Source: an optimization exercise on an open RTL-to-GDS flow (aim: small area and a short achievable clock period). Production flows keep margins and buffers that such runs may drop. Where RTL was checked, it was by simulation tests only, not by an equivalence proof against the original. Only the layout flow was run in run 1; the RTL was not checked for function there.

==> flow/design.v, too long to show whole: its modules and the start of the top module <==
// module Multiplier: 2993 lines
// module Adder: 34 lines
// module GN: 5 lines
// module AND2: 5 lines
// module XOR2: 5 lines
// module FA: 6 lines
// module HA: 6 lines
// module PP: 5 lines
// module FSM: 24 lines
// module Dot_product: 66 lines
module Dot_product(in, clk, reset, en, out, sel, done, ready);
  // ...
==> flow/flow/run.sh <==
#!/bin/bash
# Standard ORFS layout, with timing repair aimed below the achieved period
# (repair margin) and fast port buffers.  Each make run logs to its own file
# here; ORFS keeps every tool's log under orfs/logs/.
set -euo pipefail
bash standard.sh finish \
  SETUP_SLACK_MARGIN=18.5 \
  "BUFFER_PORTS_ARGS=-buffer_cell sky130_fd_sc_hd__buf_4" \
  > make_finish.log 2>&1
==> flow/standard.sh <==
#!/bin/bash
# synth_recipe.tcl (not shown) runs the flow's synth.tcl, then flattens the netlist and writes it again
# the make line also repeats each setting of config.mk as NAME=value (left out here)
make -C /OpenROAD-flow-scripts/flow DESIGN_CONFIG=/design/flow/config.mk WORK_HOME=/design/flow/orfs CLKGATE_MAP_FILE= SYNTH_SCRIPT=/design/flow/synth_recipe.tcl "${@:-finish}"
==> flow/config.mk <==
export PLATFORM = sky130hd
export DESIGN_NAME = Dot_product
export DESIGN_NICKNAME = Dot_product
export VERILOG_FILES = /design/flow/design.v
export SDC_FILE = /design/flow/constraint.sdc
export NUM_CORES = 4
export LEC_CHECK = 0
export CAP_MARGIN = 20
export CORE_MARGIN = 2
export CORE_UTILIZATION = 65
export CTS_BUF_LIST = sky130_fd_sc_hd__clkbuf_8
export SLEW_MARGIN = 20
export SYNTH_HIERARCHICAL = 1
export SYNTH_MINIMUM_KEEP_SIZE = 0
==> flow/constraint.sdc <==
create_clock -name core_clock -period 27.0 [get_ports {clk}]
set_input_delay 5.4000 -clock core_clock [delete_from_list [all_inputs] [get_ports {clk}]]
set_output_delay 5.4000 -clock core_clock [all_outputs]
set_load 0.01 [all_outputs]
==> impl_metrics.json, run 1 <==
{
  "cts_hold_buffers": 0,
  "worstSetupEndpointType": "register",
  "cp_data_arrival_time_ns": 8.88,
  "grt.total_usage": 0.3925,
  "syn_area_mm2": 0.03211,
  "fillers": 3384,
  "clk_pin_slew_ns": 0.06,
  "critPathKind": "primary input to register",
  "portBuffers": 72,
  "status": "finished clean",
  "bufAreaShareNonClock": 0.03766,
  "hold_viol_final": 0,
  "rsz0062_at_grt": "yes",
  "routed.top_layer": "met4",
  "period_minus_slack_ns": 8.459,
  "hold_path.startpoint": "cnt[0]",
  "ys_types": 45,
  "synthAdderAreaFrac": 0.4664,
  "yosysWarnings": 16,
  "final.setup_skew_ns": 0.05570,
  "fin_area_mm2": 0.03575,
  "crit_family": "adder cells",
  "synth.area.mux_share": 0.003507,
  "met3WireLength_um": 11480,
  "nets": 3376,
  "nWellTaps": 664,
  "post-synth-top-count-cell": "nor2_1",
  "floorplan.initialDensity": 0.6573,
  "cp_max_fo": 14
}
==> module Adder, before the edit <==
module Adder(a, b, ci, sum);
  parameter N = 32;
  input  [N-1:0] a, b;
  input          ci;
  output [N-1:0] sum;
  localparam L = $clog2(N + 1);
  wire [N:0] g [0:L];
  wire [N:0] p [0:L];
  assign g[0][0] = ci;
  genvar k, i;
  generate
    for (i = 0; i < N; i = i + 1) begin : pg
      HA h(.a(a[i]), .b(b[i]), .s(p[0][i+1]), .co(g[0][i+1]));
    end
    for (k = 0; k < L; k = k + 1) begin : lvl
      for (i = 0; i <= N; i = i + 1) begin : node
        if (i < (1 << k)) begin : pass
          assign g[k+1][i] = g[k][i];
          if (i > 0) begin : pp
            assign p[k+1][i] = p[k][i];
          end
        end else if (i < (2 << k)) begin : gonly    
          GN n(.gh(g[k][i]), .ph(p[k][i]), .gl(g[k][i - (1 << k)]), .g(g[k+1][i]));
        end else begin : full
          GN n(.gh(g[k][i]), .ph(p[k][i]), .gl(g[k][i - (1 << k)]), .g(g[k+1][i]));
          AND2 m(.a(p[k][i]), .b(p[k][i - (1 << k)]), .y(p[k+1][i]));
        end
      end
    end
    for (i = 0; i < N; i = i + 1) begin : sm
      XOR2 x(.a(p[0][i+1]), .b(g[L][i]), .y(sum[i]));
    end
  endgenerate
endmodule
==> inputs of run 2 (changes only) <==
--- a/flow/design.v
+++ b/flow/design.v
@@ -2997,5 +2997,5 @@
   input          ci;
   output [N-1:0] sum;
-  localparam L = $clog2(N + 1);
+  localparam L = (N < 2) ? 1 : (N < 4) ? 2 : (N < 8) ? 3 : (N < 16) ? 4 : (N < 32) ? 5 : 6;    
   wire [N:0] g [0:L];
   wire [N:0] p [0:L];
--- a/flow/flow/run.sh
+++ b/flow/flow/run.sh
@@ -5,5 +5,5 @@
 set -euo pipefail
 bash standard.sh finish \
-  SETUP_SLACK_MARGIN=18.5 \
+  SETUP_SLACK_MARGIN=19 \
   "BUFFER_PORTS_ARGS=-buffer_cell sky130_fd_sc_hd__buf_4" \
   > make_finish.log 2>&1
--- a/flow/config.mk
+++ b/flow/config.mk
@@ -9,5 +9,5 @@
 export CORE_MARGIN = 2
 export CORE_UTILIZATION = 65
-export CTS_BUF_LIST = sky130_fd_sc_hd__clkbuf_8
+export CTS_BUF_LIST = sky130_fd_sc_hd__clkbuf_4
 export SLEW_MARGIN = 20
 export SYNTH_HIERARCHICAL = 1
==> impl_metrics.json, run 2 <==
{
  "finalHoldWorstSlack_ns": 0.5292,
  "antenna_found_initial": 2,
  "overflow": 0,
  "met2_usage": 0.6276,
  "core-area_mm2": 0.04885,
  "gp_congestion": 0.9481,
  "place_ws_ns": 17.63,
  "grt.total_usage": 0.4148,
  "cp_data_arrival_time_ns": 8.94,
  "crit_family": "adder cells",
  "htreeDepth": 3,
  "nets": 3561,
  "fmax_mhz": 119.9,
  "dpl.hpwl_um": 66220,
  "crit_start": "in[10]",
  "drive_above_1_share": 0.2900,
  "worst_pin_slew_ns": 1.140,
  "worstSetupEndpointType": "register",
  "worst-path-buf-inv": 3,
  "yosysWarnings": 16,
  "fillers": 2848,
  "viasPerCell": 6.612,
  "cts_root_buf": "clkbuf_4",
  "setup_ws_ns": 18.66,
  "boundaryPins": 73,
  "reg_top3": "w (288), rsum (32), rcar (26)",
  "path_depth": 12,
  "rows": 81,
  "status": "finished clean",
  "whs_path_depth": 1,
  "synth-edff-count": 347,
  "cts_hold_buffers": 0,
  "cts_inserted_buffers": 90,
  "largest_register": "w",
  "ys_types": 45,
  "r2r_cells": 16,
  "busiest_layer": "met2",
  "globalRouteMet3Util": 0.1330,
  "max_stage_delay_ns": 0.55,
  "rrSetupSlack_ns": 19.01,
  "fin_setup_tns_ns": 0,
  "hold_path.startpoint": "rs[0]",
  "period_minus_slack_ns": 8.339,
  "grt_pass1_wl_um": 151900,
  "grt_pass1_vias": 25770,
  "hold_viol_final": 0,
  "syn_area_mm2": 0.03211,
  "netlist_instances": 2376,
  "portBuffers": 72,
  "synth_nets": 3183,
  "wirelength_um": 101200,
  "first_pass_iters": 10,
  "cts_sinks": 358,
  "synthArstFlopShare": 0.03073,
  "mostFrequentLayoutCells": "678 x nor2_1, 600 x fa_1, 347 x edfxtp_1",
  "synthFlopType": "edfxtp_1",
  "crit_required_ns": 27.60,
  "ys_ff_latch": 358,
  "worstSkewPairLatency_ns": 0.90,
  "cap_violations": 0,
  "final.setup_skew_ns": 0.06456,
  "drtAntennaViolNets": 0,
  "vias": 23090,
  "dieWidth_um": 226.3,
  "synth_top_area_share": 0.4414,
  "cp_max_fo": 5,
  "area_growth_pct": 20.91,
  "wl_per_cell_um": 28.97,
  "ys_top_cells_by_count": "808 x nor2_1, 708 x fa_1, 347 x edfxtp_1",
  "clk_pin_slew_ns": 0.07,
  "dieHeight_um": 226.3,
  "route.detailed.drc": 0,
  "place_area_mm2": 0.03433,
  "worstReg2RegStart": "rs[1]",
  "cts_tree": "yes",
  "synth.area.top_cells": "fa_1 44%, edfxtp_1 32%, nor2_1 9.4%",
  "post-synth-top-count-cell": "nor2_1",
  "yosys.area.top_type": "fa_1",
  "syn_avg_cell_area_um2": 13.51,
  "met1_usage": 0.5156,
  "crit_top_cell": "fa_2",
  "slew_headroom": 0.2401,
  "largest_reg_flops": 288,
  "drt_iter0_drc": 2798,
  "utilization": 0.7947,
  "final_common_cell": "nor2_1",
  "final-max-slew-violation-count": 0,
  "hp-class": "register to register",
  "setup_viol": 0,
  "floorplan.initialDensity": 0.6573,
  "clockBufferDepth": 3,
  "path_cells": "buf_12 -> nor2_4 -> buf_12 -> a21o_4 -> buf_12 -> nor2_4 -> fa_2 -> fa_2 -> fa_2 -> fa_2 -> fa_2 -> fa_2",
  "cp_slowest_cell": "fa_2",
  "fin_crit_sh": 0.3089,
  "critPathKind": "primary input to register",
  "fin_area_mm2": 0.03882,
  "grt_max_degree": 77,
  "dieArea_mm2": 0.05119,
  "rsz0062_at_grt": "yes",
  "worst_setup_path_start_kind": "primary input",
  "ys_seq_area_frac": 0.3332
}
run 2: cell counts after synthesis:
No cell type changed its count.
run 2: what timing repair did:
item / CTS / global route
endpoints found under the hold margin: 0 / 0
buffers inserted: 109 / 61
pin swaps: 110 / 85
gates cloned: 6 / 0
setup endpoints to repair: 50 / 60
resized for setup: 269 / 136
run 2: area by class of cell:
cell class	count	area (um^2)	area share
multi-input combinational	1970	22880	0.5893
sequential	358	10700	0.2757
timing repair buffer	326	3179	0.08189
clock buffer	129	968.4	0.02495
tap	664	830.8	0.02140
clock inverter	33	222.7	0.005737
inverter	8	32.53	0.0008380
antenna	4	10.01	0.0002578
run 2: path summary, 6_finish.rpt:
path / end
worst max-delay path: rcar[21]
worst min-delay path: rs[0]
worst max register to register: rcar[15]
worst min register to register: rs[0]
max in group asynchronous: ph
min in group asynchronous: rs[1]
run 2: metal layers:
metal / routed length (um) / up-vias
met5: 131 / -
met4: 7830 / 4
met3: 11930 / 533
met2: 46810 / 1751
met1: 34460 / 11850
li1: - / 8952
run 2: metrics by stage:
step | std cells
floorplan | 2376
global placement | 3147
detailed placement | 3147
CTS | 3424
global route | 3489
finish | 3492
run 2: modules after synthesis, one instance, submodules excluded, a selection:
module       area, um^2  times used  flip-flops and latches  cells inside
PP                3.754         768                       0             1
FA                20.02         708                       0             1
Dot_product       12470           1                     358           591
GN                7.507          99                       0             1
HA                12.51          60                       0             1
AND2              6.256          74                       0             1
XOR2              8.758          26                       0             1
FSM               394.1           1                       0            50
run 2: logic make-up after synthesis:
family	count (synthesis)	share of synthesized area
AOI/OAI and AO/OA	247	0.06574
xor gates and xnor gates	28	0.008223
adders and majority gates	772	0.4664
buffers and inverters	54	0.009236
DFF	358	0.3332
muxes	10	0.003507
and+or+nand+nor	907	0.1137
==> inputs of run 3 (changes only) <==
--- a/flow/flow/run.sh
+++ b/flow/flow/run.sh
@@ -5,5 +5,5 @@
 set -euo pipefail
 bash standard.sh finish \
-  SETUP_SLACK_MARGIN=19 \
+  SETUP_SLACK_MARGIN=18 \
   "BUFFER_PORTS_ARGS=-buffer_cell sky130_fd_sc_hd__buf_4" \
   > make_finish.log 2>&1
--- a/flow/config.mk
+++ b/flow/config.mk
@@ -9,5 +9,5 @@
 export CORE_MARGIN = 2
 export CORE_UTILIZATION = 65
-export CTS_BUF_LIST = sky130_fd_sc_hd__clkbuf_4
+export CTS_BUF_LIST = sky130_fd_sc_hd__clkbuf_8
 export SLEW_MARGIN = 20
 export SYNTH_HIERARCHICAL = 1
==> impl_metrics.json, run 3 <==
{
  "postCtsSetupBuffers": 0,
  "cts_inserted_buffers": 58,
  "grt_pass1_wl_um": 144600,
  "reg_top3": "w (288), rsum (32), rcar (26)",
  "viasPerCell": 6.674,
  "synth-edff-count": 347,
  "worst_pin_slew_ns": 1.100,
  "routed.top_layer": "met4",
  "cp_slowest_cell": "a21o_1",
  "worstSkewPairLatency_ns": 0.69,
  "path_cells": "buf_4 -> nor2_1 -> a21o_1 -> nor2_1 -> fa_1 -> fa_1 -> fa_1 -> fa_1 -> fa_1 -> fa_1",
  "ys_ff_latch": 358,
  "critPathKind": "primary input to register",
  "period_minus_slack_ns": 8.976,
  "drive_above_1_share": 0.1090,
  "met1_length_um": 33070,
  "mostFrequentLayoutCells": "802 x nor2_1, 708 x fa_1, 347 x edfxtp_1",
  "gp_congestion": 0.9161,
  "rows": 81,
  "vias": 21700,
  "boundaryPins": 73,
  "syn_area_mm2": 0.03211,
  "max_stage_delay_ns": 0.70,
  "floorplan.initialDensity": 0.6573,
  "area_growth_pct": 9.025,
  "first_pass_iters": 7,
  "route.detailed.drc": 0,
  "status": "finished clean",
  "synth_top_area_share": 0.4414,
  "drt_iter0_drc": 2949,
  "ys_types": 45,
  "crit_required_ns": 27.41,
  "antenna_found_initial": 0,
  "yosys.area.top_type": "fa_1",
  "cp_data_arrival_time_ns": 9.39,
  "final.setup_skew_ns": 0.03228,
  "synthArstFlopShare": 0.03073,
  "hp-class": "register to register",
  "finalHoldWorstSlack_ns": 0.8824,
  "core-area_mm2": 0.04885,
  "cts_sinks": 358,
  "crit_family": "adder cells",
  "clockBufferDepth": 3,
  "synth.area.top_cells": "fa_1 44%, edfxtp_1 32%, nor2_1 9.4%",
  "dieArea_mm2": 0.05119,
  "worst_setup_path_start_kind": "primary input",
  "dieWidth_um": 226.3,
  "antennaDiodeCount": 0,
  "htreeDepth": 2,
  "largest_reg_flops": 288,
  "post-synth-top-count-cell": "nor2_1",
  "largest_register": "w",
  "cp_max_fo": 16,
  "synthFlopType": "edfxtp_1",
  "cts_root_buf": "clkbuf_8",
  "dieHeight_um": 226.3,
  "drtAntennaViolNets": 0,
  "crit_top_cell": "fa_1",
  "cap_violations": 0,
  "wl_per_cell_um": 28.83,
  "grt.total_usage": 0.3929,
  "portBuffers": 72,
  "synth_nets": 3183,
  "cts_tree": "yes",
  "rsz0062_at_grt": "yes",
  "ys_top_cells_by_count": "808 x nor2_1, 708 x fa_1, 347 x edfxtp_1",
  "grt_pass1_vias": 24570,
  "yosysWarnings": 16,
  "slew_headroom": 0.2667,
  "netlist_instances": 2376,
  "fmax_mhz": 111.4,
  "fin_crit_sh": 0.3324,
  "wirelength_um": 93730,
  "worst-path-buf-inv": 1,
  "fin_setup_tns_ns": 0,
  "final-max-slew-violation-count": 0,
  "dpl.hpwl_um": 65320,
  "hold_viol_final": 0,
  "overflow": 0,
  "ys_seq_area_frac": 0.3332,
  "final_common_cell": "nor2_1",
  "nets": 3357,
  "met3WireLength_um": 11390,
  "worstSetupEndpointType": "register",
  "dr_wl_met2_um": 43400,
  "grt_max_degree": 71,
  "syn_avg_cell_area_um2": 13.51,
  "clk_pin_slew_ns": 0.06,
  "setup_viol": 0
}
[run 3: per-module statistics from Yosys, one instance, submodules excluded, excerpt]
| module | cells inside | cell area, um^2 | times used | flops+latches |
|---|---|---|---|---|
| AND2 | 1 | 6.256 | 74 | 0 |
| FA | 1 | 20.02 | 708 | 0 |
| FSM | 50 | 394.1 | 1 | 0 |
| GN | 1 | 7.507 | 99 | 0 |
| HA | 1 | 12.51 | 60 | 0 |
| PP | 1 | 3.754 | 768 | 0 |
| XOR2 | 1 | 8.758 | 26 | 0 |
[run 3: worst reg2reg max path, delay by kind of cell, from the launching register on]
family / cells / cell delay, ns
fa+ha+maj: 12 / 5.60
buf+inv: 1 / 0.31
flops: 1 / 1.24
simple gates: 1 / 0.21
compound gates: 1 / 0.22
[run 3: logic make-up after synthesis]
| family | after synthesis | share of synthesized area |
|---|---|---|
| and+or+nand+nor | 907 | 0.1137 |
| adders and majority gates | 772 | 0.4664 |
| DFF | 358 | 0.3332 |
| AOI/OAI and AO/OA | 247 | 0.06574 |
| buffers and inverters | 54 | 0.009236 |
| xor gates and xnor gates | 28 | 0.008223 |
| muxes | 10 | 0.003507 |
[run 3: timing repair]
action / 4_1_cts / 5_1_grt
setup endpoints to repair: 0 / 18
hold buffers: 0 / 0
gates resized for setup: 0 / 18
[run 3: through the flow]
stage / std cells / setup slack (ns) / util / cell area, um^2
detailed placement: 3154 / 17.35 / 0.6947 / 33940
finish: 3251 / 18.02 / 0.7166 / 35000
CTS: 3251 / 18.07 / 0.7161 / 34980
global placement: 3153 / 17.35 / 0.6945 / 33930
floorplan: 2376 / 18.08 / - / 32110
global route: 3251 / 17.99 / 0.7166 / 35000
[run 3: final timing paths]
path | startpoint | slack [ns] | cells after the start | to
min reg2reg | cnt[0] | 0.88 | 1 | cnt[0]
max | in[11] | 18.02 | 10 | rcar[18]
min in group asynchronous | reset | 4.78 | 2 | cs[0]
min | cnt[0] | 0.88 | 1 | cnt[0]
max reg2reg | cs[2] | 19.14 | 15 | rcar[20]
max in group asynchronous | reset | 21.83 | 2 | ph
[run 3: routing by layer]
layer | up-vias | global-route usage
met5 | - | 0
met4 | 0 | 0.2088
met3 | 454 | 0.1138
met2 | 1616 | 0.6035
met1 | 11180 | 0.5156
li1 | 8448 | -
[run 3: final cells by class]
type	count	area, um^2
Multi-Input combinational cell	1964	21190
Fill cell	3445	13840
Sequential cell	358	10700
Timing Repair Buffer	160	1204
Tap cell	664	830.8
Clock buffer	60	825.8
Clock inverter	37	220.2
Inverter	8	32.53
==> inputs of run 4 (changes only) <==
--- a/flow/flow/run.sh
+++ b/flow/flow/run.sh
@@ -5,5 +5,5 @@
 set -euo pipefail
 bash standard.sh finish \
-  SETUP_SLACK_MARGIN=18 \
+  SETUP_SLACK_MARGIN=18.7 \
   "BUFFER_PORTS_ARGS=-buffer_cell sky130_fd_sc_hd__buf_4" \
   > make_finish.log 2>&1
==> impl_metrics.json, run 4 <==
{
  "status": "finished clean",
  "htreeDepth": 2,
  "cts_inserted_buffers": 59,
  "viasPerCell": 6.643,
  "dieWidth_um": 226.3,
  "crit_start": "in[10]",
  "grt_pass1_wl_um": 146100,
  "drive_above_1_share": 0.1973,
  "ys_ff_latch": 358,
  "rsz0062_at_grt": "yes",
  "cap_violations": 0,
  "synth-edff-count": 347,
  "gp_congestion": 0.9203,
  "synthFlopType": "edfxtp_1",
  "fin_crit_sh": 0.3137,
  "fin_setup_tns_ns": 0,
  "cts_tree": "yes",
  "yosys.area.top_type": "fa_1",
  "rows": 81,
  "hp-class": "register to register",
  "core-area_mm2": 0.04885,
  "boundaryPins": 73,
  "rrSetupSlack_ns": 19.10,
  "ys_top_cells_by_count": "808 x nor2_1, 708 x fa_1, 347 x edfxtp_1",
  "dr_wl_met2_um": 44380,
  "dpl.hpwl_um": 65960,
  "dieArea_mm2": 0.05119,
  "yosysWarnings": 16,
  "clk_pin_slew_ns": 0.06,
  "r2r_cells": 16,
  "worstReg2RegStart": "rs[0]",
  "wl_per_cell_um": 28.75,
  "nets": 3448,
  "synth_top_area_share": 0.4414,
  "r2r_end": "rcar[19]",
  "endpoint": "rcar[21]",
  "largest_reg_flops": 288,
  "antenna_found_initial": 1,
  "netlist_instances": 2376,
  "met1_length_um": 33640,
  "cts_sinks": 358,
  "hold_viol_final": 0,
  "worstSetupEndpointType": "register",
  "hold_path.startpoint": "rs[1]",
  "drt_iter0_drc": 2859,
  "reg_top3": "w (288), rsum (32), rcar (26)",
  "ys_types": 45,
  "cp_data_arrival_time_ns": 8.87,
  "mostFrequentLayoutCells": "727 x nor2_1, 652 x fa_1, 347 x edfxtp_1",
  "wirelength_um": 96530,
  "period_minus_slack_ns": 8.471,
  "grt_pass1_vias": 25060,
  "slew_headroom": 0.2083,
  "ys_seq_area_frac": 0.3332,
  "syn_area_mm2": 0.03211,
  "met3WireLength_um": 11610,
  "final_common_cell": "nor2_1",
  "clockBufferDepth": 3,
  "route.detailed.drc": 0,
  "post-synth-top-count-cell": "nor2_1",
  "synth_nets": 3183,
  "cts_root_buf": "clkbuf_8",
  "fmax_mhz": 118.0,
  "final-max-slew-violation-count": 0,
  "synthArstFlopShare": 0.03073,
  "largest_register": "w",
  "synth.area.top_cells": "fa_1 44%, edfxtp_1 32%, nor2_1 9.4%",
  "cp_max_fo": 4,
  "drtAntennaViolNets": 0,
  "overflow": 0,
  "first_pass_iters": 10,
  "crit_required_ns": 27.40,
  "worstSkewPairLatency_ns": 0.70,
  "setup_viol": 0,
  "area_growth_pct": 14.81,
  "final.setup_skew_ns": 0.05870,
  "dieHeight_um": 226.3,
  "fin_cells": 3357,
  "dp.cells": 3146,
  "worst_pin_slew_ns": 1.188,
  "syn_avg_cell_area_um2": 13.51,
  "floorplan.initialDensity": 0.6573,
  "worst_setup_path_start_kind": "primary input",
  "portBuffers": 72,
  "vias": 22300,
  "grt_max_degree": 74,
  "grt.total_usage": 0.3966,
  "routed.top_layer": "met4",
  "critPathKind": "primary input to register",
  "cts_hold_buffers": 0
}
[run 4: logic make-up (layout without fill, tap and decap cells)]
| logic type | after synthesis | in the layout | synth area share |
|---|---|---|---|
| buf+inv | 54 | 366 | 0.009236 |
| flops | 358 | 358 | 0.3332 |
| compound gates | 247 | 251 | 0.06574 |
| simple gates | 907 | 907 | 0.1137 |
| mux | 10 | 10 | 0.003507 |
| other cells | 0 | 1 | 0 |
| fa+ha+maj | 772 | 772 | 0.4664 |
| xor+xnor | 28 | 28 | 0.008223 |
[run 4: critical path: stages]
cell and delay (ns):
buf_12 0.08, nor2_4 0.04, buf_12 0.14, a21o_4 0.23, buf_12 0.14, nor2_4 0.09
fa_2 0.45, fa_1 0.52, fa_2 0.45, fa_2 0.36, fa_2 0.54, fa_2 0.42
[run 4: worst min path at each step]
| stage | end | slack [ns] | cells past startpoint |
|---|---|---|---|
| floorplan | cnt[3] | 0.63 | 1 |
| global placement | rs[1] | 0.49 | 1 |
| detailed placement | rs[1] | 0.50 | 1 |
| CTS | rs[1] | 0.51 | 1 |
| global route | rs[1] | 0.53 | 1 |
| finish | rs[1] | 0.51 | 1 |
[run 4: layout make-up]
type	count	area, um^2
Multi-Input combinational cell	1968	21940
Antenna cell	1	2.502
Tap cell	664	830.8
Inverter	8	32.53
Fill cell	3252	11990
Clock inverter	49	375.4
Timing Repair Buffer	246	2108
Clock buffer	63	867.1
Sequential cell	358	10700
[run 4: per-layer routing]
layer  vias up  global-route usage
li1       8669                   -
met5         -                   0
met4         0              0.2286
met3       491              0.1092
met2      1626              0.6172
met1     11520              0.5086
[run 4: what timing repair did]
| action | in CTS | in global routing |
|---|---|---|
| cloned | 3 | 1 |
| endpoints found under the setup margin | 28 | 33 |
| resized for setup | 60 | 67 |
| setup buffers | 73 | 20 |
| pin swaps | 22 | 29 |
[run 4: modules after synthesis, one instance, submodules excluded, excerpt]
module / area [um^2] / times used / flops+latches
Dot_product: 12470 / 1 / 358
FSM: 394.1 / 1 / 0
FA: 20.02 / 708 / 0
HA: 12.51 / 60 / 0
XOR2: 8.758 / 26 / 0
GN: 7.507 / 99 / 0
AND2: 6.256 / 74 / 0
PP: 3.754 / 768 / 0
[run 4: metrics by stage]
step / area [um^2] / hold slack, ns / setup WS, ns / util
2_1_floorplan: 32530 / 0.6331 / 18.24 / -
3_3_place_gp: 34300 / 0.4937 / 17.70 / 0.7021
3_5_place_dp: 34300 / 0.4986 / 17.62 / 0.7021
4_1_cts: 36410 / 0.5125 / 18.58 / 0.7454
5_1_grt: 36860 / 0.5273 / 18.50 / 0.7546
6_report: 36860 / 0.5104 / 18.53 / 0.7546
==> inputs of run 5 (changes only) <==
--- a/flow/flow/run.sh
+++ b/flow/flow/run.sh
@@ -5,5 +5,5 @@
 set -euo pipefail
 bash standard.sh finish \
-  SETUP_SLACK_MARGIN=18.7 \
+  SETUP_SLACK_MARGIN=18.5 \
   "BUFFER_PORTS_ARGS=-buffer_cell sky130_fd_sc_hd__buf_4" \
   > make_finish.log 2>&1
==> impl_metrics.json, run 5 <==
{
  "wl_per_cell_um": 28.94,
  "ys_ff_latch": 358,
  "worstSkewPairLatency_ns": 0.69,
  "grt_max_degree": 72,
  "slew_headroom": 0.2280,
  "ys_seq_area_frac": 0.3332,
  "synthFlopType": "edfxtp_1",
  "grt_pass1_wl_um": 145100,
  "gp_congestion": 0.9388,
  "cap_violations": 0,
  "cts_hold_buffers": 0,
  "core-area_mm2": 0.04885,
  "crit_required_ns": 27.42,
  "fin_area_mm2": 0.03575,
  "fin_setup_tns_ns": 0,
  "grt_pass1_vias": 24510,
  "fmax_mhz": 118.2,
  "synth_nets": 3183,
  "place_area_mm2": 0.03426,
  "worst_setup_path_start_kind": "primary input",
  "synth-edff-count": 347,
  "cp_data_arrival_time_ns": 8.88,
  "crit_top_cell": "fa_1",
  "largest_register": "w",
  "hp-class": "register to register",
  "cts_root_buf": "clkbuf_8",
  "fillers": 3384,
  "cp_max_fo": 14,
  "worst_pin_slew_ns": 1.158,
  "nets": 3376,
  "drt_iter0_drc": 3107,
  "yosysWarnings": 16,
  "cts_sinks": 358,
  "dpl.hpwl_um": 66080,
  "critPathKind": "primary input to register",
  "area_growth_pct": 11.33,
  "floorplan.initialDensity": 0.6573,
  "boundaryPins": 73,
  "dieArea_mm2": 0.05119,
  "first_pass_iters": 7,
  "overflow": 0,
  "route.detailed.drc": 0,
  "yosys.area.top_type": "fa_1",
  "dieWidth_um": 226.3,
  "htreeDepth": 2,
  "hold_viol_final": 0,
  "wirelength_um": 95080,
  "post-synth-top-count-cell": "nor2_1",
  "seq_area_mm2": 0.01071,
  "grt.total_usage": 0.3925,
  "ys_top_cells_by_count": "808 x nor2_1, 708 x fa_1, 347 x edfxtp_1",
  "antenna_found_initial": 1,
  "mostFrequentLayoutCells": "751 x nor2_1, 681 x fa_1, 347 x edfxtp_1",
  "ys_types": 45,
  "cts_inserted_buffers": 59,
  "rsz0062_at_grt": "yes",
  "portBuffers": 72,
  "reg_top3": "w (288), rsum (32), rcar (26)",
  "clk_pin_slew_ns": 0.06,
  "synthArstFlopShare": 0.03073,
  "syn_area_mm2": 0.03211,
  "dieHeight_um": 226.3,
  "multi_input_area_mm2": 0.02166,
  "clockBufferDepth": 3,
  "final.setup_skew_ns": 0.05570,
  "synth.area.top_cells": "fa_1 44%, edfxtp_1 32%, nor2_1 9.4%",
  "setup_viol": 0,
  "rows": 81,
  "worstSetupEndpointType": "register",
  "drive_above_1_share": 0.1527,
  "largest_reg_flops": 288,
  "max_stage_delay_ns": 0.58,
  "fin_crit_sh": 0.3133,
  "vias": 21850,
  "cts_tree": "yes",
  "synth_top_area_share": 0.4414,
  "syn_avg_cell_area_um2": 13.51,
  "final_common_cell": "nor2_1",
  "period_minus_slack_ns": 8.459,
  "cp_slowest_cell": "fa_1",
  "path_cells": "buf_4 -> nor2_1 -> a21o_4 -> nor2_2 -> fa_1 -> fa_1 -> fa_1 -> fa_2 -> fa_1 -> fa_2",
  "drtAntennaViolNets": 0,
  "viasPerCell": 6.651,
  "netlist_instances": 2376,
  "final-max-slew-violation-count": 0,
  "status": "finished clean"
}
[run 5: changes by cell type in the layout (fill, tap and decap cells not counted), moves of 3 or more]
cell	previous run	this run
a21o_2	2	5
a21o_4	36	31
buf_12	11	1
buf_4	209	173
buf_6	19	0
buf_8	7	0
bufinv_16	5	2
clkinv_2	5	9
fa_1	652	681
fa_2	56	27
ha_1	61	64
nor2_1	727	751
nor2_2	51	43
nor2_4	30	14
[run 5: timing repair]
item	in CTS	in global routing
cloned	0	3
setup endpoints to repair	6	22
gates resized for setup	7	9
hold endpoints to repair	0	0
buffers inserted	0	23
[run 5: path summary, 6_finish.rpt]
check	endpoint	slack (ns)	cells after the start	start
max reg2reg	rcar[15]	19.22	16	rs[0]
max	rcar[15]	18.54	10	in[0]
max in group asynchronous	cs[2]	21.85	2	reset
min	cnt[0]	0.86	1	cnt[0]
min in group asynchronous	ph	4.77	2	reset
min reg2reg	cnt[0]	0.86	1	cnt[0]
[run 5: Yosys stat by module, one instance, submodules excluded, a selection]
module | times used | flip-flops and latches
AND2 | 74 | 0
Dot_product | 1 | 358
FA | 708 | 0
FSM | 1 | 0
GN | 99 | 0
HA | 60 | 0
PP | 768 | 0
[run 5: critical path, delay by kind of cell]
family          cells  cell delay, ns
fa+ha+maj           6            2.81
compound gates      1            0.28
simple gates        2            0.22
buf+inv             1            0.14
[run 5: cell type report]
type / instances / share of cell area
diodes: 1 / 0.00007001
clock buffers: 61 / 0.02349
clock inverters: 51 / 0.009066
inverters: 8 / 0.0009101
multi-input cells: 1967 / 0.6061
flip-flops and latches: 358 / 0.2995
well taps: 664 / 0.02324
repair buffers: 175 / 0.03766
[run 5: cells by family after synthesis]
group                      after synthesis  synth area share
xor gates and xnor gates                28          0.008223
and+or+nand+nor                        907            0.1137
DFF                                    358            0.3332
AOI/OAI and AO/OA                      247           0.06574
buffers and inverters                   54          0.009236
adders and majority gates              772            0.4664
muxes                                   10          0.003507
[run 5: layer usage]
layer | part of all wire | vias to the layer above | global-route usage
met1 | 0.35 | 11280 | 0.5232
met5 | 0 | - | 0
met4 | 0.061 | 0 | 0.2001
li1 | - | 8519 | -
met2 | 0.46 | 1616 | 0.6106
met3 | 0.12 | 430 | 0.09758
[run 5: through the flow]
| stage | utilization | hold slack [ns] | setup WS [ns] | std cells |
|---|---|---|---|---|
| floorplan | - | 0.6331 | 18.24 | 2376 |
| global placement | 0.7012 | 0.8142 | 17.71 | 3145 |
| detailed placement | 0.7012 | 0.8421 | 17.72 | 3145 |
| CTS | 0.7260 | 0.8730 | 18.50 | 3257 |
| global route | 0.7317 | 0.8971 | 18.49 | 3284 |
| finish | 0.7318 | 0.8615 | 18.54 | 3285 |
==> inputs of run 6 (changes only) <==
--- a/flow/design.v
+++ b/flow/design.v
@@ -3008,5 +3008,6 @@
     for (k = 0; k < L; k = k + 1) begin : lvl
       for (i = 0; i <= N; i = i + 1) begin : node
-        if (i < (1 << k)) begin : pass
+        localparam integer J = ((i >> k) << k) - 1;
+        if (((i >> k) & 1) == 0) begin : pass
           assign g[k+1][i] = g[k][i];
           if (i > 0) begin : pp
@@ -3014,8 +3015,8 @@
           end
         end else if (i < (2 << k)) begin : gonly    
-          GN n(.gh(g[k][i]), .ph(p[k][i]), .gl(g[k][i - (1 << k)]), .g(g[k+1][i]));
+          GN n(.gh(g[k][i]), .ph(p[k][i]), .gl(g[k][J]), .g(g[k+1][i]));
         end else begin : full
-          GN n(.gh(g[k][i]), .ph(p[k][i]), .gl(g[k][i - (1 << k)]), .g(g[k+1][i]));
-          AND2 m(.a(p[k][i]), .b(p[k][i - (1 << k)]), .y(p[k+1][i]));
+          GN n(.gh(g[k][i]), .ph(p[k][i]), .gl(g[k][J]), .g(g[k+1][i]));
+          AND2 m(.a(p[k][i]), .b(p[k][J]), .y(p[k+1][i]));
         end
       end
--- a/flow/config.mk
+++ b/flow/config.mk
@@ -10,4 +10,6 @@
 export CORE_UTILIZATION = 65
 export CTS_BUF_LIST = sky130_fd_sc_hd__clkbuf_8
+export CTS_CLUSTER_DIAMETER = 60
+export CTS_CLUSTER_SIZE = 16
 export SLEW_MARGIN = 20
 export SYNTH_HIERARCHICAL = 1
==> impl_metrics.json, run 6 <==
{
  "hp-class": "register to register",
  "yosysWarnings": 16,
  "gp_congestion": 0.9461,
  "ys_types": 45,
  "period_minus_slack_ns": 8.558,
  "area_growth_pct": 10.04,
  "critPathKind": "primary input to register",
  "grt_pass1_wl_um": 136700,
  "largest_register": "w",
  "wl_per_cell_um": 29.31,
  "yosys.area.top_type": "fa_1",
  "synth.area.top_cells": "fa_1 45%, edfxtp_1 33%, nor2_1 9.6%",
  "worst_setup_path_start_kind": "primary input",
  "final.setup_skew_ns": 0.03165,
  "overflow": 0,
  "place_area_mm2": 0.03362,
  "final-max-slew-violation-count": 0,
  "crit_required_ns": 27.38,
  "fin_setup_tns_ns": 0,
  "worst_pin_slew_ns": 1.363,
  "largest_reg_flops": 288,
  "antenna_found_initial": 0,
  "grt_pass1_vias": 23450,
  "drive_above_1_share": 0.1545,
  "dieArea_mm2": 0.05028,
  "htreeDepth": 2,
  "seq_area_mm2": 0.01070,
  "cts_root_buf": "clkbuf_8",
  "rows": 80,
  "ys_seq_area_frac": 0.3393,
  "netlist_instances": 2292,
  "fmax_mhz": 116.8,
  "final_common_cell": "nor2_1",
  "hold_viol_final": 0,
  "post-synth-top-count-cell": "nor2_1",
  "fin_crit_sh": 0.3170,
  "cap_violations": 0,
  "ys_top_cells_by_count": "808 x nor2_1, 708 x fa_1, 347 x edfxtp_1",
  "ys_ff_latch": 358,
  "floorplan.initialDensity": 0.6590,
  "synth_nets": 3099,
  "synthFlopType": "edfxtp_1",
  "wirelength_um": 90910,
  "synth_top_area_share": 0.4495,
  "fin_area_mm2": 0.03469,
  "worstSetupEndpointType": "register",
  "reg_top3": "w (288), rsum (32), rcar (26)",
  "route.detailed.drc": 0,
  "vias": 21090,
  "grt.total_usage": 0.3733,
  "setup_viol": 0,
  "cts_tree": "yes",
  "nets": 3272,
  "boundaryPins": 73,
  "drtAntennaViolNets": 0,
  "dieHeight_um": 224.2,
  "rsz0062_at_grt": "yes",
  "dpl.hpwl_um": 59880,
  "synth-edff-count": 347,
  "cp_data_arrival_time_ns": 8.94,
  "cts_sinks": 358,
  "portBuffers": 72,
  "viasPerCell": 6.799,
  "cts_hold_buffers": 0,
  "grt_max_degree": 71,
  "dieWidth_um": 224.2,
  "fillers": 3261,
  "slew_headroom": 0.09145,
  "clockBufferDepth": 3,
  "synthArstFlopShare": 0.03073,
  "cp_max_fo": 10,
  "finalHoldWorstSlack_ns": 0.6586,
  "syn_avg_cell_area_um2": 13.76,
  "multi_input_area_mm2": 0.02117,
  "worstSkewPairLatency_ns": 0.65,
  "cts_inserted_buffers": 35,
  "core-area_mm2": 0.04785,
  "drt_iter0_drc": 2782,
  "status": "finished clean",
  "first_pass_iters": 9,
  "rrSetupSlack_ns": 18.86,
  "syn_area_mm2": 0.03153,
  "mostFrequentLayoutCells": "749 x nor2_1, 678 x fa_1, 347 x edfxtp_1",
  "clk_pin_slew_ns": 0.09
}
==> run 6: cell count changes in the layout (fill, tap and decap cells not counted), moves of 4 or more <==
cell and delta:
a21o_1 -44, and2_1 -42, clkbuf_8 -26, inv_1 -14, clkinv_1 -13, clkinv_2 -7, nor2_4 +4
==> run 6: worst paths after layout <==
path | from | end | cells past startpoint
worst min register to register | cs[1] | cs[1] | 1
min in group asynchronous | reset | cs[1] | 2
worst max-delay path | in[19] | rcar[19] | 10
worst max register to register | rs[2] | rcar[18] | 16
worst min-delay path | cs[1] | cs[1] | 1
max in group asynchronous | reset | ph | 2
==> run 6: modules after synthesis, one instance, submodules excluded, excerpt <==
module,copies in the design,cell area (um^2),cells inside,flops+latches
GN,57,7.507,1,0
PP,768,3.754,1,0
XOR2,26,8.758,1,0
FSM,1,394.1,50,0
AND2,32,6.256,1,0
HA,60,12.51,1,0
==> run 6: cell families (layout without fill, tap and decap cells) <==
family	Yosys count	in the layout	synth area share
XOR/XNOR	28	28	0.008374
other	0	1	0
AND/OR/NAND/NOR	865	865	0.1075
flip-flops	358	358	0.3393
AO/OA/AOI/OAI	205	211	0.05695
adder cells (fa/ha/maj)	772	772	0.4749
buffers and inverters	54	242	0.009405
multiplexers	10	10	0.003572
==> run 6: per-stage QoR <==
step,std cells,utilization,setup WS (ns)
2_1_floorplan,2292,-,18.24
3_3_place_gp,3012,0.7026,17.76
3_5_place_dp,3012,0.7026,17.69
4_1_cts,3073,0.7185,18.49
5_1_grt,3101,0.7251,18.40
6_report,3102,0.7251,18.44
==> run 6: cell type report <==
| class | count | area share |
|---|---|---|
| multi-input cells | 1886 | 0.6101 |
| flip-flops and latches | 358 | 0.3085 |
| repair buffers | 176 | 0.03844 |
| well taps | 615 | 0.02218 |
| clock buffers | 35 | 0.01388 |
| clock inverters | 23 | 0.005915 |
| inverters | 8 | 0.0009377 |
| diodes | 1 | 0.00007213 |
==> run 6: layer usage <==
layer / share of wire / GRT usage / vias to the layer above
li1: - / - / 8156
met1: 0.34 / 0.4868 / 10950
met2: 0.46 / 0.5906 / 1535
met3: 0.12 / 0.08779 / 454
met4: 0.070 / 0.2057 / 0
met5: 0 / 0.003910 / -
==> run 6: critical path, cell delays in order <==
cell and delay (ns):
buf_4 0.15, nor2_2 0.23, a21o_4 0.24, nor2_1 0.11, fa_1 0.58, fa_1 0.45
fa_1 0.48, fa_2 0.35, fa_1 0.51, fa_2 0.43
==> run 6: timing repair <==
item	4_1_cts	5_1_grt
resized for setup	11	19
cloned	0	6
pin swaps	0	5
setup buffers	3	22
endpoints found under the setup margin	23	20
endpoints found under the hold margin	0	0
==> inputs of run 7 (changes only) <==
--- a/flow/config.mk
+++ b/flow/config.mk
@@ -9,7 +9,7 @@
 export CORE_MARGIN = 2
 export CORE_UTILIZATION = 65
-export CTS_BUF_LIST = sky130_fd_sc_hd__clkbuf_8
+export CTS_BUF_LIST = sky130_fd_sc_hd__clkbuf_16
 export CTS_CLUSTER_DIAMETER = 60
-export CTS_CLUSTER_SIZE = 16
+export CTS_CLUSTER_SIZE = 24
 export SLEW_MARGIN = 20
 export SYNTH_HIERARCHICAL = 1
==> impl_metrics.json, run 7 <==
{
  "final_common_cell": "nor2_1",
  "cts_root_buf": "clkbuf_16",
  "finalHoldWorstSlack_ns": 0.6731,
  "largest_reg_flops": 288,
  "syn_avg_cell_area_um2": 13.76,
  "core-area_mm2": 0.04785,
  "cts_inserted_buffers": 28,
  "endpoint": "rcar[19]",
  "htreeDepth": 1,
  "largest_register": "w",
  "grt_pass1_vias": 23620,
  "portBuffers": 72,
  "antenna_found_initial": 1,
  "drt_iter0_drc": 3166,
  "cap_violations": 0,
  "cp_max_fo": 6,
  "cts_sinks": 358,
  "slew_headroom": 0.06330,
  "ys_seq_area_frac": 0.3393,
  "multi_input_area_mm2": 0.02129,
  "dieWidth_um": 224.2,
  "clk_pin_slew_ns": 0.09,
  "synth_top_area_share": 0.4495,
  "worstReg2RegStart": "rs[2]",
  "worstSetupEndpointType": "register",
  "first_pass_iters": 8,
  "synth-edff-count": 347,
  "nets": 3307,
  "cts_tree": "yes",
  "mostFrequentLayoutCells": "740 x nor2_1, 676 x fa_1, 347 x edfxtp_1",
  "grt_max_degree": 71,
  "r2r_end": "rcar[17]",
  "grt_pass1_wl_um": 137900,
  "crit_required_ns": 27.35,
  "final.setup_skew_ns": 0.02349,
  "period_minus_slack_ns": 8.565,
  "boundaryPins": 73,
  "setup_viol": 0,
  "cp_data_arrival_time_ns": 8.92,
  "ys_top_cells_by_count": "808 x nor2_1, 708 x fa_1, 347 x edfxtp_1",
  "critPathKind": "primary input to register",
  "synth.area.top_cells": "fa_1 45%, edfxtp_1 33%, nor2_1 9.6%",
  "hp-class": "register to register",
  "drtAntennaViolNets": 0,
  "final-max-slew-violation-count": 0,
  "dpl.hpwl_um": 59880,
  "worstSkewPairLatency_ns": 0.62,
  "netlist_instances": 2292,
  "gp_congestion": 0.9461,
  "fin_setup_tns_ns": 0,
  "floorplan.initialDensity": 0.6590,
  "synthFlopType": "edfxtp_1",
  "r2r_cells": 16,
  "dieArea_mm2": 0.05028,
  "drive_above_1_share": 0.1717,
  "syn_area_mm2": 0.03153,
  "grt.total_usage": 0.3763,
  "reg_top3": "w (288), rsum (32), rcar (26)",
  "ys_ff_latch": 358,
  "fin_crit_sh": 0.3172,
  "fmax_mhz": 116.8,
  "viasPerCell": 6.817,
  "synthArstFlopShare": 0.03073,
  "seq_area_mm2": 0.01070,
  "synth_nets": 3099,
  "dieHeight_um": 224.2,
  "hold_viol_final": 0,
  "wl_per_cell_um": 30.14,
  "worst_setup_path_start_kind": "primary input",
  "ys_types": 45,
  "wirelength_um": 94570,
  "route.detailed.drc": 0,
  "overflow": 0,
  "post-synth-top-count-cell": "nor2_1",
  "worst_pin_slew_ns": 1.405,
  "rrSetupSlack_ns": 18.83,
  "crit_start": "in[23]",
  "yosysWarnings": 16,
  "rows": 80,
  "rsz0062_at_grt": "yes",
  "status": "finished clean",
  "fillers": 3156,
  "clockBufferDepth": 3,
  "cts_hold_buffers": 0,
  "area_growth_pct": 12.54,
  "vias": 21390,
  "yosys.area.top_type": "fa_1"
}
-- run 7: cell count changes in the layout (fill, tap and decap cells not counted), moves of 3 or more --
| cell | before | now |
|---|---|---|
| inv_12 | 2 | 5 |
| nor2_1 | 749 | 740 |
| inv_1 | 13 | 10 |
| buf_4 | 175 | 204 |
| nor2_4 | 18 | 27 |
| a21o_2 | 7 | 16 |
| inv_6 | 4 | 0 |
| buf_12 | 1 | 6 |
| clkbuf_8 | 35 | 0 |
| clkbuf_16 | 0 | 28 |
-- run 7: per-layer routing --
layer	wire [um]	track usage	part of all wire
met1	31470	0.4866	0.33
met2	43880	0.5937	0.46
met3	12400	0.09131	0.13
met4	6747	0.2138	0.071
met5	79	0.01173	0.00084
-- run 7: cell type report --
type | instances | share of cell area
antenna | 1 | 0.00007052
sequential | 358 | 0.3016
tap | 615 | 0.02169
timing repair buffer | 211 | 0.04686
multi-input combinational | 1893 | 0.5999
inverter | 8 | 0.0009168
clock buffer | 28 | 0.01975
clock inverter | 24 | 0.009168
-- run 7: per-stage QoR --
stage | cells | util | area, um^2 | setup slack, ns
5_1_grt | 3138 | 0.7416 | 35480 | 18.41
2_1_floorplan | 2292 | - | 31920 | 18.24
4_1_cts | 3081 | 0.7281 | 34830 | 18.47
6_report | 3138 | 0.7416 | 35480 | 18.43
3_5_place_dp | 3012 | 0.7026 | 33620 | 17.69
3_3_place_gp | 3012 | 0.7026 | 33620 | 17.76
-- run 7: how the worst min path moves through the flow --
stage / start / end / slack, ns / cells past startpoint
6_report: cs[1] / cs[1] / 0.67 / 1
5_1_grt: cs[1] / cs[1] / 0.70 / 1
4_1_cts: cs[1] / cs[1] / 0.66 / 1
3_5_place_dp: cs[1] / cs[1] / 0.64 / 1
3_3_place_gp: cs[1] / cs[1] / 0.62 / 1
2_1_floorplan: cnt[3] / cnt[3] / 0.63 / 1
-- run 7: repair_timing --
item / in CTS / in global routing
hold endpoints to repair: 0 / 0
cloned: 0 / 13
pin swaps: 0 / 12
gates resized for setup: 12 / 40
endpoints found under the setup margin: 31 / 26
buffers inserted: 17 / 42
-- run 7: worst max-delay path: stages --
cell and delay, ns:
buf_12 0.10, nor2_4 0.25, a21o_4 0.25, nor2_4 0.06, fa_1 0.50, fa_1 0.59, fa_1 0.44, fa_2 0.35
fa_1 0.52, fa_2 0.43
-- run 7: cells by family (layout without fill, tap and decap cells) --
| group | count (synthesis) | after routing | synth area share |
|---|---|---|---|
| flip-flops | 358 | 358 | 0.3393 |
| other | 0 | 1 | 0 |
| multiplexers | 10 | 10 | 0.003572 |
| AND/OR/NAND/NOR | 865 | 865 | 0.1075 |
| adder cells (fa/ha/maj) | 772 | 772 | 0.4749 |
| XOR/XNOR | 28 | 28 | 0.008374 |
| AO/OA/AOI/OAI | 205 | 218 | 0.05695 |
| buffers and inverters | 54 | 271 | 0.009405 |
-- run 7: per-module statistics from Yosys, one instance, submodules excluded, a selection --
module	cell area [um^2]	cells inside	flops+latches	times used
HA	12.51	1	0	60
Dot_product	12470	591	358	1
XOR2	8.758	1	0	26
FA	20.02	1	0	708
FSM	394.1	50	0	1
GN	7.507	1	0	57
PP	3.754	1	0	768
AND2	6.256	1	0	32
==> inputs of run 8 (changes only) <==
--- a/flow/config.mk
+++ b/flow/config.mk
@@ -8,8 +8,6 @@
 export CAP_MARGIN = 20
 export CORE_MARGIN = 2
-export CORE_UTILIZATION = 65
-export CTS_BUF_LIST = sky130_fd_sc_hd__clkbuf_16
-export CTS_CLUSTER_DIAMETER = 60
-export CTS_CLUSTER_SIZE = 24
+export CORE_UTILIZATION = 78
+export CTS_BUF_LIST = sky130_fd_sc_hd__clkbuf_8
 export SLEW_MARGIN = 20
 export SYNTH_HIERARCHICAL = 1
==> impl_metrics.json, run 8 <==
{
  "floorplan.initialDensity": 0.7917,
  "final.setup_skew_ns": 0.06930,
  "syn_area_mm2": 0.03153,
  "reg_top3": "w (288), rsum (32), rcar (26)",
  "hold_path.startpoint": "cnt[0]",
  "clockBufferDepth": 3,
  "netlist_instances": 2292,
  "crit_start": "in[2]",
  "cts_tree": "yes",
  "worst_pin_slew_ns": 1.385,
  "ys_top_cells_by_count": "808 x nor2_1, 708 x fa_1, 347 x edfxtp_1",
  "drive_above_1_share": 0.1687,
  "worstSkewPairLatency_ns": 0.74,
  "critPathKind": "primary input to register",
  "nets": 3315,
  "synth_top_area_share": 0.4495,
  "htreeDepth": 2,
  "rows": 73,
  "grt_pass1_wl_um": 149500,
  "setup_ws_ns": 18.44,
  "area_growth_pct": 11.62,
  "synthFlopType": "edfxtp_1",
  "fmax_mhz": 116.8,
  "grt_pass1_vias": 25430,
  "cp_max_fo": 16,
  "largest_register": "w",
  "drtAntennaViolNets": 0,
  "wl_per_cell_um": 33.13,
  "cts_root_buf": "clkbuf_8",
  "ys_ff_latch": 358,
  "first_pass_iters": 10,
  "gp_congestion": 1.005,
  "period_minus_slack_ns": 8.563,
  "slew_headroom": 0.07646,
  "cts_sinks": 358,
  "overflow": 0,
  "ys_types": 45,
  "status": "finished clean",
  "portBuffers": 72,
  "fin_crit_sh": 0.3171,
  "grt.total_usage": 0.5026,
  "boundaryPins": 73,
  "vias": 23200,
  "mostFrequentLayoutCells": "745 x nor2_1, 679 x fa_1, 347 x edfxtp_1",
  "dpl.hpwl_um": 62900,
  "fin_setup_tns_ns": 0,
  "cts_inserted_buffers": 56,
  "viasPerCell": 7.524,
  "worst_setup_path_start_kind": "primary input",
  "yosysWarnings": 16,
  "route.detailed.drc": 0,
  "ys_seq_area_frac": 0.3393,
  "fillers": 1649,
  "dieHeight_um": 205.1,
  "clk_pin_slew_ns": 0.06,
  "post-synth-top-count-cell": "nor2_1",
  "grt_max_degree": 72,
  "largest_reg_flops": 288,
  "worstSetupEndpointType": "register",
  "hp-class": "register to register",
  "cap_violations": 0,
  "hold_viol_final": 0,
  "place_area_mm2": 0.03352,
  "place_ws_ns": 17.58,
  "synthArstFlopShare": 0.03073,
  "synth-edff-count": 347,
  "cts_hold_buffers": 0,
  "dieArea_mm2": 0.04205,
  "synth_nets": 3099,
  "rsz0062_at_grt": "yes",
  "crit_required_ns": 27.48,
  "finalHoldWorstSlack_ns": 0.8691,
  "syn_avg_cell_area_um2": 13.76,
  "antenna_found_initial": 3,
  "final-max-slew-violation-count": 0,
  "yosys.area.top_type": "fa_1",
  "core-area_mm2": 0.03982,
  "fin_area_mm2": 0.03519,
  "final_common_cell": "nor2_1",
  "setup_viol": 0,
  "drt_iter0_drc": 4254,
  "cp_data_arrival_time_ns": 9.04,
  "synth.area.top_cells": "fa_1 45%, edfxtp_1 33%, nor2_1 9.6%",
  "worstReg2RegStart": "rs[2]",
  "wirelength_um": 102100,
  "rrSetupSlack_ns": 19.12,
  "dieWidth_um": 205.1
}
## run 8: metrics by stage
step | util | std cells
floorplan | - | 2292
global placement | 0.8416 | 2924
detailed placement | 0.8417 | 2925
CTS | 0.8714 | 3036
global route | 0.8836 | 3081
finish | 0.8837 | 3083
## run 8: worst max-delay path, stage by stage
cell	delay [ns]
buf_4	0.15
nor2_1	0.16
a21o_4	0.37
nor2_1	0.10
fa_1	0.49
fa_1	0.55
fa_2	0.47
fa_2	0.38
fa_1	0.54
fa_1	0.42
## run 8: final timing paths
kind,endpoint,cells past startpoint
setup / recovery,rcar[17],10
setup reg to reg,rcar[15],16
hold / removal,cnt[0],1
max in group asynchronous,ph,2
hold reg to reg,cnt[0],1
min in group asynchronous,cnt[0],2
## run 8: what timing repair did
action	CTS	global route
buffers inserted	6	38
gates cloned	0	5
pin swaps	0	15
resized for setup	13	28
endpoints found under the setup margin	20	26
## run 8: cell families (layout without fill, tap and decap cells)
| logic type | Yosys count | after routing | share of synthesized area |
|---|---|---|---|
| AO/OA/AOI/OAI | 205 | 210 | 0.05695 |
| XOR/XNOR | 28 | 28 | 0.008374 |
| adder cells (fa/ha/maj) | 772 | 772 | 0.4749 |
| buffers and inverters | 54 | 312 | 0.009405 |
| flip-flops | 358 | 358 | 0.3393 |
| multiplexers | 10 | 10 | 0.003572 |
| other | 0 | 3 | 0 |
| AND/OR/NAND/NOR | 865 | 865 | 0.1075 |
## run 8: per-layer routing
metal | share of wire | GRT usage
met5 | 0.00066 | 0.003571
met4 | 0.090 | 0.3343
met3 | 0.17 | 0.2267
met2 | 0.45 | 0.7476
met1 | 0.29 | 0.5969
## run 8: modules after synthesis (local to each module, per instance), a selection
module       cell area (um^2)  times used  cells
AND2                    6.256          32      1
Dot_product             12470           1    591
FA                      20.02         708      1
FSM                     394.1           1     50
GN                      7.507          57      1
HA                      12.51          60      1
PP                      3.754         768      1
XOR2                    8.758          26      1
## run 8: area by class of cell
type	instances	area, um^2	area share
Timing Repair Buffer	199	1548	0.04398
Antenna cell	3	7.507	0.0002133
Tap cell	525	656.9	0.01867
Multi-Input combinational cell	1885	21190	0.6022
Clock inverter	49	284.0	0.008071
Inverter	8	32.53	0.0009244
Sequential cell	358	10700	0.3040
Clock buffer	56	770.7	0.02190
==> inputs of run 9 (changes only) <==
--- a/flow/config.mk
+++ b/flow/config.mk
@@ -8,5 +8,5 @@
 export CAP_MARGIN = 20
 export CORE_MARGIN = 2
-export CORE_UTILIZATION = 78
+export CORE_UTILIZATION = 65
 export CTS_BUF_LIST = sky130_fd_sc_hd__clkbuf_8
 export SLEW_MARGIN = 20
==> impl_metrics.json, run 9 <==
{
  "yosysWarnings": 16,
  "area_growth_pct": 10.79,
  "ys_types": 45,
  "ys_seq_area_frac": 0.3393,
  "nets": 3282,
  "post-synth-top-count-cell": "nor2_1",
  "ys_ff_latch": 358,
  "core-area_mm2": 0.04785,
  "dieWidth_um": 224.2,
  "cp_slowest_cell": "fa_1",
  "syn_area_mm2": 0.03153,
  "worstSkewPairLatency_ns": 0.72,
  "htreeDepth": 2,
  "reg_top3": "w (288), rsum (32), rcar (26)",
  "synthFlopType": "edfxtp_1",
  "syn_avg_cell_area_um2": 13.76,
  "route.detailed.drc": 0,
  "clockBufferDepth": 3,
  "fmax_mhz": 118.2,
  "worst_pin_slew_ns": 1.311,
  "path_cells": "buf_4 -> nor2_2 -> a21o_4 -> nor2_2 -> fa_1 -> fa_1 -> fa_1 -> fa_2 -> fa_1 -> fa_2",
  "cts_hold_buffers": 0,
  "drive_above_1_share": 0.1550,
  "grt_max_degree": 71,
  "rsz0062_at_grt": "yes",
  "worst_setup_path_start_kind": "primary input",
  "floorplan.initialDensity": 0.6590,
  "synthArstFlopShare": 0.03073,
  "final-max-slew-violation-count": 0,
  "crit_required_ns": 27.46,
  "cts_inserted_buffers": 58,
  "dieHeight_um": 224.2,
  "vias": 21060,
  "antenna_found_initial": 0,
  "cp_max_fo": 15,
  "rows": 80,
  "fin_crit_sh": 0.3134,
  "yosys.area.top_type": "fa_1",
  "largest_reg_flops": 288,
  "slew_headroom": 0.1262,
  "synth_top_area_share": 0.4495,
  "utilization": 0.7300,
  "setup_viol": 0,
  "final.setup_skew_ns": 0.05911,
  "hold_viol_final": 0,
  "synth_nets": 3099,
  "drtAntennaViolNets": 0,
  "synth.area.top_cells": "fa_1 45%, edfxtp_1 33%, nor2_1 9.6%",
  "antennaDiodeCount": 0,
  "seq_area_mm2": 0.01070,
  "multi_input_area_mm2": 0.02111,
  "cts_sinks": 358,
  "viasPerCell": 6.713,
  "dpl.hpwl_um": 59880,
  "gp_congestion": 0.9461,
  "clk_pin_slew_ns": 0.06,
  "portBuffers": 72,
  "critPathKind": "primary input to register",
  "grt.total_usage": 0.3736,
  "fillers": 3244,
  "cts_root_buf": "clkbuf_8",
  "status": "finished clean",
  "drt_iter0_drc": 2787,
  "period_minus_slack_ns": 8.461,
  "worstSetupEndpointType": "register",
  "cp_data_arrival_time_ns": 8.92,
  "grt_pass1_vias": 23650,
  "grt_pass1_wl_um": 136800,
  "synth-edff-count": 347,
  "netlist_instances": 2292,
  "ys_top_cells_by_count": "808 x nor2_1, 708 x fa_1, 347 x edfxtp_1",
  "overflow": 0,
  "mostFrequentLayoutCells": "751 x nor2_1, 681 x fa_1, 347 x edfxtp_1",
  "wirelength_um": 89810,
  "max_stage_delay_ns": 0.59,
  "hp-class": "register to register",
  "largest_register": "w",
  "wl_per_cell_um": 28.63,
  "boundaryPins": 73,
  "final_common_cell": "nor2_1",
  "crit_top_cell": "fa_1",
  "cap_violations": 0,
  "dieArea_mm2": 0.05028,
  "first_pass_iters": 9,
  "cts_tree": "yes",
  "fin_setup_tns_ns": 0
}
==> run 9: cell types whose count changed in the layout (fill, tap and decap cells not counted), sizes merged, moves of 2 or more <==
cell,change
clkinvlp,-2
diode,-3
buf,-32
a21o,-2
clkinv,+9
inv,-7
==> run 9: area by class of cell <==
class	count	share of cell area
Clock inverter	49	0.007880
Multi-Input combinational cell	1883	0.6043
Timing Repair Buffer	166	0.03568
Inverter	8	0.0009313
Sequential cell	358	0.3064
Clock buffer	58	0.02285
Tap cell	615	0.02203
==> run 9: path summary, 6_finish.rpt <==
| kind | cells past startpoint | to | startpoint | slack, ns |
|---|---|---|---|---|
| max | 10 | rcar[19] | in[10] | 18.54 |
| min | 1 | cs[1] | cs[1] | 0.65 |
| max reg2reg | 16 | rcar[17] | rs[2] | 18.97 |
| min reg2reg | 1 | cs[1] | cs[1] | 0.65 |
| max in group asynchronous | 2 | ph | reset | 21.91 |
| min in group asynchronous | 2 | cnt[1] | reset | 4.73 |
==> run 9: routing by layer <==
| metal | vias to the layer above | GRT usage | share of wire |
|---|---|---|---|
| met5 | - | 0 | 0 |
| met4 | 0 | 0.2059 | 0.067 |
| met3 | 429 | 0.09040 | 0.12 |
| met2 | 1558 | 0.5921 | 0.47 |
| met1 | 10870 | 0.4851 | 0.34 |
| li1 | 8199 | - | - |
==> run 9: cell families after synthesis <==
| group | after synthesis | share of synthesized area |
|---|---|---|
| muxes | 10 | 0.003572 |
| and+or+nand+nor | 865 | 0.1075 |
| DFF | 358 | 0.3393 |
| buffers and inverters | 54 | 0.009405 |
| xor gates and xnor gates | 28 | 0.008374 |
| adders and majority gates | 772 | 0.4749 |
| AOI/OAI and AO/OA | 205 | 0.05695 |
==> run 9: what timing repair did <==
item | in CTS | in global routing
setup endpoints to repair | 17 | 24
cloned | 0 | 3
endpoints found under the hold margin | 0 | 0
gates resized for setup | 8 | 13
pin swaps | 0 | 2
buffers inserted | 0 | 15
==> run 9: critical path: cells and delay by family <==
kind / cells / cell delay (ns)
and+or+nand+nor: 2 / 0.22
buffers and inverters: 1 / 0.14
adders and majority gates: 6 / 2.81
AOI/OAI and AO/OA: 1 / 0.34
==> run 9: modules after synthesis, one instance, submodules excluded, excerpt <==
module | copies in the design | area, um^2 | cells
Dot_product | 1 | 12470 | 591
FSM | 1 | 394.1 | 50
FA | 708 | 20.02 | 1
HA | 60 | 12.51 | 1
XOR2 | 26 | 8.758 | 1
GN | 57 | 7.507 | 1
AND2 | 32 | 6.256 | 1
PP | 768 | 3.754 | 1
==> run 9: per-stage QoR <==
step | hold slack [ns] | std cells | area, um^2 | worst slack [ns]
detailed placement | 0.6380 | 3012 | 33620 | 17.69
CTS | 0.6509 | 3119 | 34720 | 18.50
finish | 0.6542 | 3137 | 34930 | 18.54
floorplan | 0.6331 | 2292 | 31920 | 18.24
global placement | 0.6224 | 3012 | 33620 | 17.76
global route | 0.6928 | 3137 | 34930 | 18.46

-- port drivers added, routing unchanged --
No port has a modelled driver above. Below, the same layouts with a new extraction and two added sets of constraints.
Step 1, drivers: a clkbuf_16 drives clk and a buf_2 each remaining input, both assumed.
Step 2 times the ports against the registers' clock, not the clock port: input delays grow and output delays shrink by t, the midpoint of the rising clock arrivals with the driver on.
Slacks: ideal ports / drivers / drivers and shift; pairs: ideal ports / drivers.
run | t (ns) | setup WS [ns] | worst data-port slew with drivers (ns)
run 1 | 0.718 | 18.541 / 18.568 / 17.850 | 0.07
run 2 | 0.921 | 18.661 / 18.636 / 17.715 | 0.09
run 3 | 0.722 | 18.024 / 18.036 / 17.314 | 0.06
run 4 | 0.732 | 18.529 / 18.498 / 17.767 | 0.08
run 5 | 0.718 | 18.541 / 18.568 / 17.850 | 0.07
run 6 | 0.685 | 18.442 / 18.460 / 17.775 | 0.08
run 7 | 0.673 | 18.435 / 18.432 / 17.759 | 0.09
run 8 | 0.762 | 18.437 / 18.453 / 17.692 | 0.07
run 9 | 0.739 | 18.540 / 18.543 / 17.804 | 0.09
After both steps every run listed still meets setup and hold. The setup slack of run 2, which loses most, moves by -0.025 ns with the drivers and by -0.946 ns with both steps.
